What follows belongs to an exercise in optimizing a design on an open flow for small area; a production flow would make more cautious choices. Function was checked by simulation only, so behaviour that the tests miss may differ from the original. Power is estimated from default activity; no workload was simulated.

Setup of trial 84:
==> flow/design.v <==
module vdc_cmp (a, nv, gt);
input  [9:0] a;
input  [9:0] nv;
output gt;
wire [9:0] c;    
vdc_nand2 s0 (.a(a[0]), .b(nv[0]), .y(c[0]));    
vdc_stb  s1 (.a(a[1]), .b(nv[1]), .cn(c[0]), .y(c[1]));    
vdc_maj  s2 (.a(a[2]), .b(nv[2]), .c(c[1]), .y(c[2]));    
vdc_maj  s3 (.a(a[3]), .b(nv[3]), .c(c[2]), .y(c[3]));    
vdc_maj  s4 (.a(a[4]), .b(nv[4]), .c(c[3]), .y(c[4]));    
vdc_maj  s5 (.a(a[5]), .b(nv[5]), .c(c[4]), .y(c[5]));    
vdc_maj  s6 (.a(a[6]), .b(nv[6]), .c(c[5]), .y(c[6]));    
vdc_maj  s7 (.a(a[7]), .b(nv[7]), .c(c[6]), .y(c[7]));    
vdc_sta  s8 (.a(a[8]), .b(nv[8]), .c(c[7]), .y(c[8]));    
vdc_stb  s9 (.a(a[9]), .b(nv[9]), .cn(c[8]), .y(c[9]));    
assign gt = c[9];
endmodule
module vdc_stb (a, b, cn, y);
input a, b, cn;
output y;
wire np, ng;
vdc_nor2  u0 (.a(a), .b(b), .y(np));
vdc_nand2 u1 (.a(a), .b(b), .y(ng));
vdc_oai21 u2 (.a1(np), .a2(cn), .b1(ng), .y(y));
endmodule
module vdc_sta (a, b, c, y);
input a, b, c;
output y;
wire g, p;
vdc_and2  u0 (.a(a), .b(b), .y(g));
vdc_or2   u1 (.a(a), .b(b), .y(p));
vdc_oai21 u2 (.a1(c), .a2(g), .b1(p), .y(y));
endmodule
module vdc_and2 (a, b, y);
input a, b;
output y;
assign y = a & b;
endmodule
module vdc_or2 (a, b, y);
input a, b;
output y;
assign y = a | b;
endmodule
module vdc_maj (a, b, c, y);
input a, b, c;
output y;
assign y = (a & b) | (a & c) | (b & c);
endmodule
module vdc_nmaj (a, b, c, y);
input a, b, c;
output y;
vdc_aoi222 u0 (.a1(a), .a2(b), .b1(a), .b2(c), .c1(b), .c2(c), .y(y));
endmodule
module vdc_aoi222 (a1, a2, b1, b2, c1, c2, y);
input a1, a2, b1, b2, c1, c2;
output y;
assign y = ~((a1 & a2) | (b1 & b2) | (c1 & c2));
endmodule
module vdc_nand2 (a, b, y);
input a, b;
output y;
assign y = ~(a & b);
endmodule
module vdc_nor2 (a, b, y);
input a, b;
output y;
assign y = ~(a | b);
endmodule
module vdc_oai21 (a1, a2, b1, y);
input a1, a2, b1;
output y;
assign y = ~((a1 | a2) & b1);
endmodule
module P_HV_image (clk, reset, scalar, out_p);
input clk, reset;
input [1439:0] scalar;
output [143:0] out_p;
reg  [9:0] nv;
wire [9:0] n      = ~{nv[0],nv[1],nv[2],nv[3],nv[4],nv[5],nv[6],nv[7],nv[8],nv[9]};
wire [9:0] n_next = n + 10'd1;
always @(posedge clk)
    if (reset) nv <= 10'h3ff;
    else       nv <= ~{n_next[0],n_next[1],n_next[2],n_next[3],n_next[4],
                       n_next[5],n_next[6],n_next[7],n_next[8],n_next[9]};
reg  [143:0] q;
wire [143:0] bs;
genvar i;
generate
for (i = 0; i < 144; i = i + 1) begin : ch
    vdc_cmp cmp (.a(scalar[10*i+9:10*i]), .nv(nv), .gt(bs[i]));
end
endgenerate
assign out_p = bs ^ q;
always @(posedge clk)
    if (reset) q <= 144'd0;
    else       q <= out_p;
endmodule
==> flow/config.mk <==
export PLATFORM = sky130hd
export DESIGN_NAME = P_HV_image
export DESIGN_NICKNAME = P_HV_image
export VERILOG_FILES = /design/flow/design.v
export SDC_FILE = /design/flow/constraint.sdc
export NUM_CORES = 4
export LEC_CHECK = 0
export CAP_MARGIN = 20
export CELL_PAD_IN_SITES_DETAIL_PLACEMENT = 1
export CELL_PAD_IN_SITES_GLOBAL_PLACEMENT = 1
export CORE_AREA = 5 5 315 315
export CTS_BUF_LIST = sky130_fd_sc_hd__clkbuf_4 sky130_fd_sc_hd__clkbuf_8
export DIE_AREA = 0 0 320 320
export PLACE_DENSITY = 0.35
export SLEW_MARGIN = 20
export SYNTH_HIERARCHICAL = 1
export SYNTH_MINIMUM_KEEP_SIZE = 0
==> flow/constraint.sdc <==
create_clock -name core_clock -period 6.0 [get_ports {clk}]
set_input_delay 1.2000 -clock core_clock [delete_from_list [all_inputs] [get_ports {clk}]]
set_output_delay 1.2000 -clock core_clock [all_outputs]
set_load 0.01 [all_outputs]
standard.sh (not shown) runs the stock make flow with config.mk's settings and CLKGATE_MAP_FILE= SYNTH_SCRIPT=/design/flow/synth_recipe.tcl, a recipe that flattens the netlist after the stock synthesis.
==> flow/flow/run.sh <==
#!/bin/bash
# Standard synthesis, then the standard layout with two changes:
# combinational cells start at their smallest drive strength (downsize.tcl,
# after floorplan; later repair steps size up where timing, slew or
# capacitance need it), and the port buffers are buf_1 cells.
set -euo pipefail
W=$(pwd)
bash standard.sh synth > "$W/synth.log" 2>&1
bash standard.sh \
  "POST_FLOORPLAN_TCL=$W/flow/downsize.tcl" \
  "BUFFER_PORTS_ARGS=-buffer_cell sky130_fd_sc_hd__buf_1" \
  "PLACE_PINS_ARGS=-min_distance 1 -min_distance_in_tracks" \
  finish > "$W/layout.log" 2>&1
==> flow/flow/downsize.tcl <==
# Swap every combinational cell that synthesis gave a drive strength above
# the smallest to the smallest cell of the same function; later repair steps
# size up again wherever timing, slew or capacitance needs it.
set n 0
foreach inst [get_cells *] {
  set m [get_property $inst ref_name]
  if {![regexp {^(sky130_fd_sc_hd__[a-z0-9]+)_([0-9]+)$} $m -> base drv]} { continue }
  if {[regexp {df|dl|sdf|edf|conb|tap|fill|decap} $base]} { continue }
  set cur [get_lib_cells */$m]
  set best ""
  set best_area [get_property $cur area]
  foreach d {0 1 2} {
    if {$d >= $drv} { break }
    set cand [get_lib_cells -quiet */${base}_$d]
    if {$cand eq ""} { continue }
    if {[get_property $cand dont_use]} { continue }
    set a [get_property $cand area]
    if {$a < $best_area} { set best $cand; set best_area $a }
  }
  if {$best ne ""} {
    replace_cell $inst $best
    incr n
  }
}
puts "downsize: swapped $n cells to a smaller drive strength"
--- input diff trial 84..trial 35 ---
-- flow/design.v --
<<< trial 84, line 1
module vdc_cmp (a, nv, gt);
input  [9:0] a;
input  [9:0] nv;
output gt;
wire [9:0] c;    
vdc_nand2 s0 (.a(a[0]), .b(nv[0]), .y(c[0]));    
>>> trial 35, line 1
module vdc_cmp (a, nv, q, y);
input  [9:0] a;
input  [9:0] nv;
input  q;
output y;
wire [9:0] c;    
vdc_nand2 s0 (.a(a[0]), .b(nv[0]), .y(c[0]));    
<<< trial 84, line 11
vdc_maj  s5 (.a(a[5]), .b(nv[5]), .c(c[4]), .y(c[5]));    
vdc_maj  s6 (.a(a[6]), .b(nv[6]), .c(c[5]), .y(c[6]));    
vdc_maj  s7 (.a(a[7]), .b(nv[7]), .c(c[6]), .y(c[7]));    
vdc_sta  s8 (.a(a[8]), .b(nv[8]), .c(c[7]), .y(c[8]));    
vdc_stb  s9 (.a(a[9]), .b(nv[9]), .cn(c[8]), .y(c[9]));    
assign gt = c[9];
endmodule
module vdc_stb (a, b, cn, y);
>>> trial 35, line 12
vdc_maj  s5 (.a(a[5]), .b(nv[5]), .c(c[4]), .y(c[5]));    
vdc_maj  s6 (.a(a[6]), .b(nv[6]), .c(c[5]), .y(c[6]));    
vdc_stc  s7 (.a(a[7]), .b(nv[7]), .c(c[6]), .y(c[7]));    
vdc_stb  s8 (.a(a[8]), .b(nv[8]), .cn(c[7]), .y(c[8]));    
vdc_stc  s9 (.a(a[9]), .b(nv[9]), .c(c[8]), .y(c[9]));    
assign y = ~(c[9] ^ q);    
endmodule
module vdc_stb (a, b, cn, y);
<<< trial 84, line 41
output y;
assign y = a | b;
endmodule
module vdc_maj (a, b, c, y);
>>> trial 35, line 42
output y;
assign y = a | b;
endmodule
module vdc_stc (a, b, c, y);
input a, b, c;
output y;
wire g;
vdc_and2  u0 (.a(a), .b(b), .y(g));
vdc_oai22 u1 (.a1(c), .a2(g), .b1(a), .b2(b), .y(y));
endmodule
module vdc_oai22 (a1, a2, b1, b2, y);
input a1, a2, b1, b2;
output y;
assign y = ~((a1 | a2) & (b1 | b2));
endmodule
module vdc_maj (a, b, c, y);
<<< trial 84, line 84
                       n_next[5],n_next[6],n_next[7],n_next[8],n_next[9]};
reg  [143:0] q;
wire [143:0] bs;
genvar i;
generate
for (i = 0; i < 144; i = i + 1) begin : ch
    vdc_cmp cmp (.a(scalar[10*i+9:10*i]), .nv(nv), .gt(bs[i]));
end
endgenerate
assign out_p = bs ^ q;
always @(posedge clk)
    if (reset) q <= 144'd0;
>>> trial 35, line 97
                       n_next[5],n_next[6],n_next[7],n_next[8],n_next[9]};
reg  [143:0] q;
genvar i;
generate
for (i = 0; i < 144; i = i + 1) begin : ch
    vdc_cmp cmp (.a(scalar[10*i+9:10*i]), .nv(nv), .q(q[i]), .y(out_p[i]));
end
endgenerate
always @(posedge clk)
    if (reset) q <= 144'd0;
Findings:
Register share of total power: trial 35 vs trial 84 down 0.4 points
Trial 35 vs trial 84 — total power climbed slightly
Total detailed-routing wirelength (lower): trial 84
Maximum frequency (higher): trial 35
Hold slack for trial 35: 0.016 ns down relative to trial 84
Lower number of clock buffers in the layout among trial 84 and trial 35: trial 35
Diff trial 84 -> trial 35: minimum setup slack in the final design went up 0.081 ns, worst reg-to-reg setup slack increased by 0.14 ns relative to the old numbers, arrival time of the worst setup path decreased by 0.08 ns relative to the old numbers, routed length on met2 increased 0.72%.
Trial 84 → trial 35: initial core utilization saw a decrease; design area saw a decrease.

---

lane 4:
P_HV_image, a different RTL version from the one above (not shown whole).
For scale: about 150 flip-flops, roughly 1,600 I/O pins, roughly 21,000 um^2 of cells after synthesis.
==> module vdc_cmp, before the edit <==
module vdc_cmp (a, nv, qn, y);
input  [9:0] a;
input  [9:0] nv;
input  qn;
output y;
wire [9:0] c;    
vdc_nand2 s0 (.a(a[0]), .b(nv[0]), .y(c[0]));    
vdc_stb  s1 (.a(a[1]), .b(nv[1]), .cn(c[0]), .y(c[1]));    
vdc_maj  s2 (.a(c[1]), .b(a[2]), .c(nv[2]), .y(c[2]));    
vdc_maj  s3 (.a(c[2]), .b(a[3]), .c(nv[3]), .y(c[3]));    
vdc_maj  s4 (.a(c[3]), .b(a[4]), .c(nv[4]), .y(c[4]));    
vdc_maj  s5 (.a(c[4]), .b(a[5]), .c(nv[5]), .y(c[5]));    
vdc_maj  s6 (.a(c[5]), .b(a[6]), .c(nv[6]), .y(c[6]));    
vdc_maj  s7 (.a(c[6]), .b(a[7]), .c(nv[7]), .y(c[7]));    
vdc_stc  s8 (.a(a[8]), .b(nv[8]), .c(c[7]), .y(c[8]));    
vdc_stb  s9 (.a(a[9]), .b(nv[9]), .cn(c[8]), .y(c[9]));    
assign y = ~(c[9] ^ qn);
endmodule
Settings: LEC_CHECK=0, CAP_MARGIN=20, CELL_PAD_IN_SITES_DETAIL_PLACEMENT=1, CELL_PAD_IN_SITES_GLOBAL_PLACEMENT=1, CORE_AREA=5 5 315 315, CTS_BUF_LIST=sky130_fd_sc_hd__clkbuf_4 sky130_fd_sc_hd__clkbuf_8, DIE_AREA=0 0 320 320, PLACE_DENSITY=0.35, SLEW_MARGIN=20, SYNTH_HIERARCHICAL=1, SYNTH_MINIMUM_KEEP_SIZE=0; clock period 6.0 ns.
==> flow/flow/run.sh <==
#!/bin/bash
# Standard synthesis, then the standard layout with these changes:
# combinational cells start at their smallest drive strength (downsize.tcl,
# after floorplan; later repair steps size up where timing, slew or
# capacitance need it), the port buffers are buf_1 cells, each channel's
# pins are kept together (io.tcl), and clock tree synthesis adds no dummy
# loads.
set -euo pipefail
W=$(pwd)
bash standard.sh synth > "$W/synth.log" 2>&1
bash standard.sh \
  "POST_FLOORPLAN_TCL=$W/flow/downsize.tcl" \
  "BUFFER_PORTS_ARGS=-buffer_cell sky130_fd_sc_hd__buf_1" \
  "PLACE_PINS_ARGS=-min_distance 1 -min_distance_in_tracks" \
  "PRE_IO_PLACEMENT_TCL=$W/flow/io.tcl" \
  "CTS_ARGS=-sink_clustering_enable -repair_clock_nets -dont_use_dummy_load -buf_list {sky130_fd_sc_hd__clkbuf_4 sky130_fd_sc_hd__clkbuf_8}" \
  finish > "$W/layout.log" 2>&1
==> flow/flow/io.tcl <==
# Keep each channel's pins together, in the order its logic uses them:
# scalar[10*i] .. scalar[10*i+9], then out_p[i].
for {set i 0} {$i < 144} {incr i} {
  set pins {}
  for {set b 0} {$b < 10} {incr b} {
    lappend pins "scalar\[[expr {10 * $i + $b}]\]"
  }
  lappend pins "out_p\[$i\]"
  set_io_pin_constraint -group -order -pin_names $pins
}
Scripts as last shown in full above: flow/flow/downsize.tcl
diff inputs: lane 4 => lane 1
--- a/flow/design.v
+++ b/flow/design.v
@@ -9,15 +9,15 @@
 vdc_maj  s2 (.a(c[1]), .b(a[2]), .c(nv[2]), .y(c[2]));    
 vdc_maj  s3 (.a(c[2]), .b(a[3]), .c(nv[3]), .y(c[3]));    
 vdc_maj  s4 (.a(c[3]), .b(a[4]), .c(nv[4]), .y(c[4]));    
 vdc_maj  s5 (.a(c[4]), .b(a[5]), .c(nv[5]), .y(c[5]));    
 vdc_maj  s6 (.a(c[5]), .b(a[6]), .c(nv[6]), .y(c[6]));    
 vdc_maj  s7 (.a(c[6]), .b(a[7]), .c(nv[7]), .y(c[7]));    
-vdc_stc  s8 (.a(a[8]), .b(nv[8]), .c(c[7]), .y(c[8]));    
-vdc_stb  s9 (.a(a[9]), .b(nv[9]), .cn(c[8]), .y(c[9]));    
-assign y = ~(c[9] ^ qn);
+vdc_maj  s8 (.a(c[7]), .b(a[8]), .c(nv[8]), .y(c[8]));    
+vdc_stc  s9 (.a(a[9]), .b(nv[9]), .c(c[8]), .y(c[9]));    
+assign y = c[9] ^ qn;    
 endmodule
 module vdc_stb (a, b, cn, y);
 input a, b, cn;
 output y;
 wire np, ng;
 vdc_nor2  u0 (.a(a), .b(b), .y(np));
==> comparison <==
Leakage dissipation on lane 1 is down relative to lane 4. Lane 1 vs lane 4: via count down slightly. Diff lane 4..lane 1 | sequential power | negligible. Going from lane 4 to lane 1, switching power total grew slightly. In the final design statistics, lane 1 uses fewer standard cells in total than lane 4. [lane 1 vs lane 4] combinational gate power: higher in lane 1. Compared with lane 4, lane 1 shows a number of gates given a new drive strength after cts that is 20 higher. [compare] base=lane 4 new=lane 1: total wire length after detailed routing increased by about 9% relative to the old numbers, post-route minimum period climbed 0.11 ns.

port drivers added, routing unchanged:
In the flow no input, the clock included, has a driving cell. The finished layouts below were timed again as built, in two steps. Step 1 (the two cells are an assumption about what drives the block):
set clk [get_ports {clk}]
set_driving_cell -lib_cell sky130_fd_sc_hd__clkbuf_16 $clk
set_driving_cell -lib_cell sky130_fd_sc_hd__buf_2 [delete_from_list [all_inputs] $clk]
Step 2 adds t to the input delays and takes it off the output delays; t is the mean of the earliest and latest rising clock arrival at the registers after step 1. Input paths then give back, and output paths get back, about the clock's delay inside the block. Three values: ideal, step 1, step 2; two values: the first two.
run | t (ns) | setup slack, ns | worst register clock-pin slew, ns | worst slew at a driven data input, ns | cell pins on the clock port's net
trial 84 | 0.595 | 0.186 / 0.122 / 0.256 | 0.12 / 0.12 | 0.21 | 1
trial 35 | 0.595 | 0.267 / 0.201 / 0.312 | 0.12 / 0.12 | 0.24 | 1
lane 4 | 0.606 | 0.246 / 0.179 / 0.258 | 0.11 / 0.11 | 0.22 | 1
lane 1 | 0.597 | 0.132 / 0.068 / 0.068 | 0.10 / 0.10 | 0.32 | 1
After both steps setup and hold are still met in every run listed. The setup slack of lane 1, which loses most, moves by -0.064 ns with the drivers and by -0.064 ns with both steps.
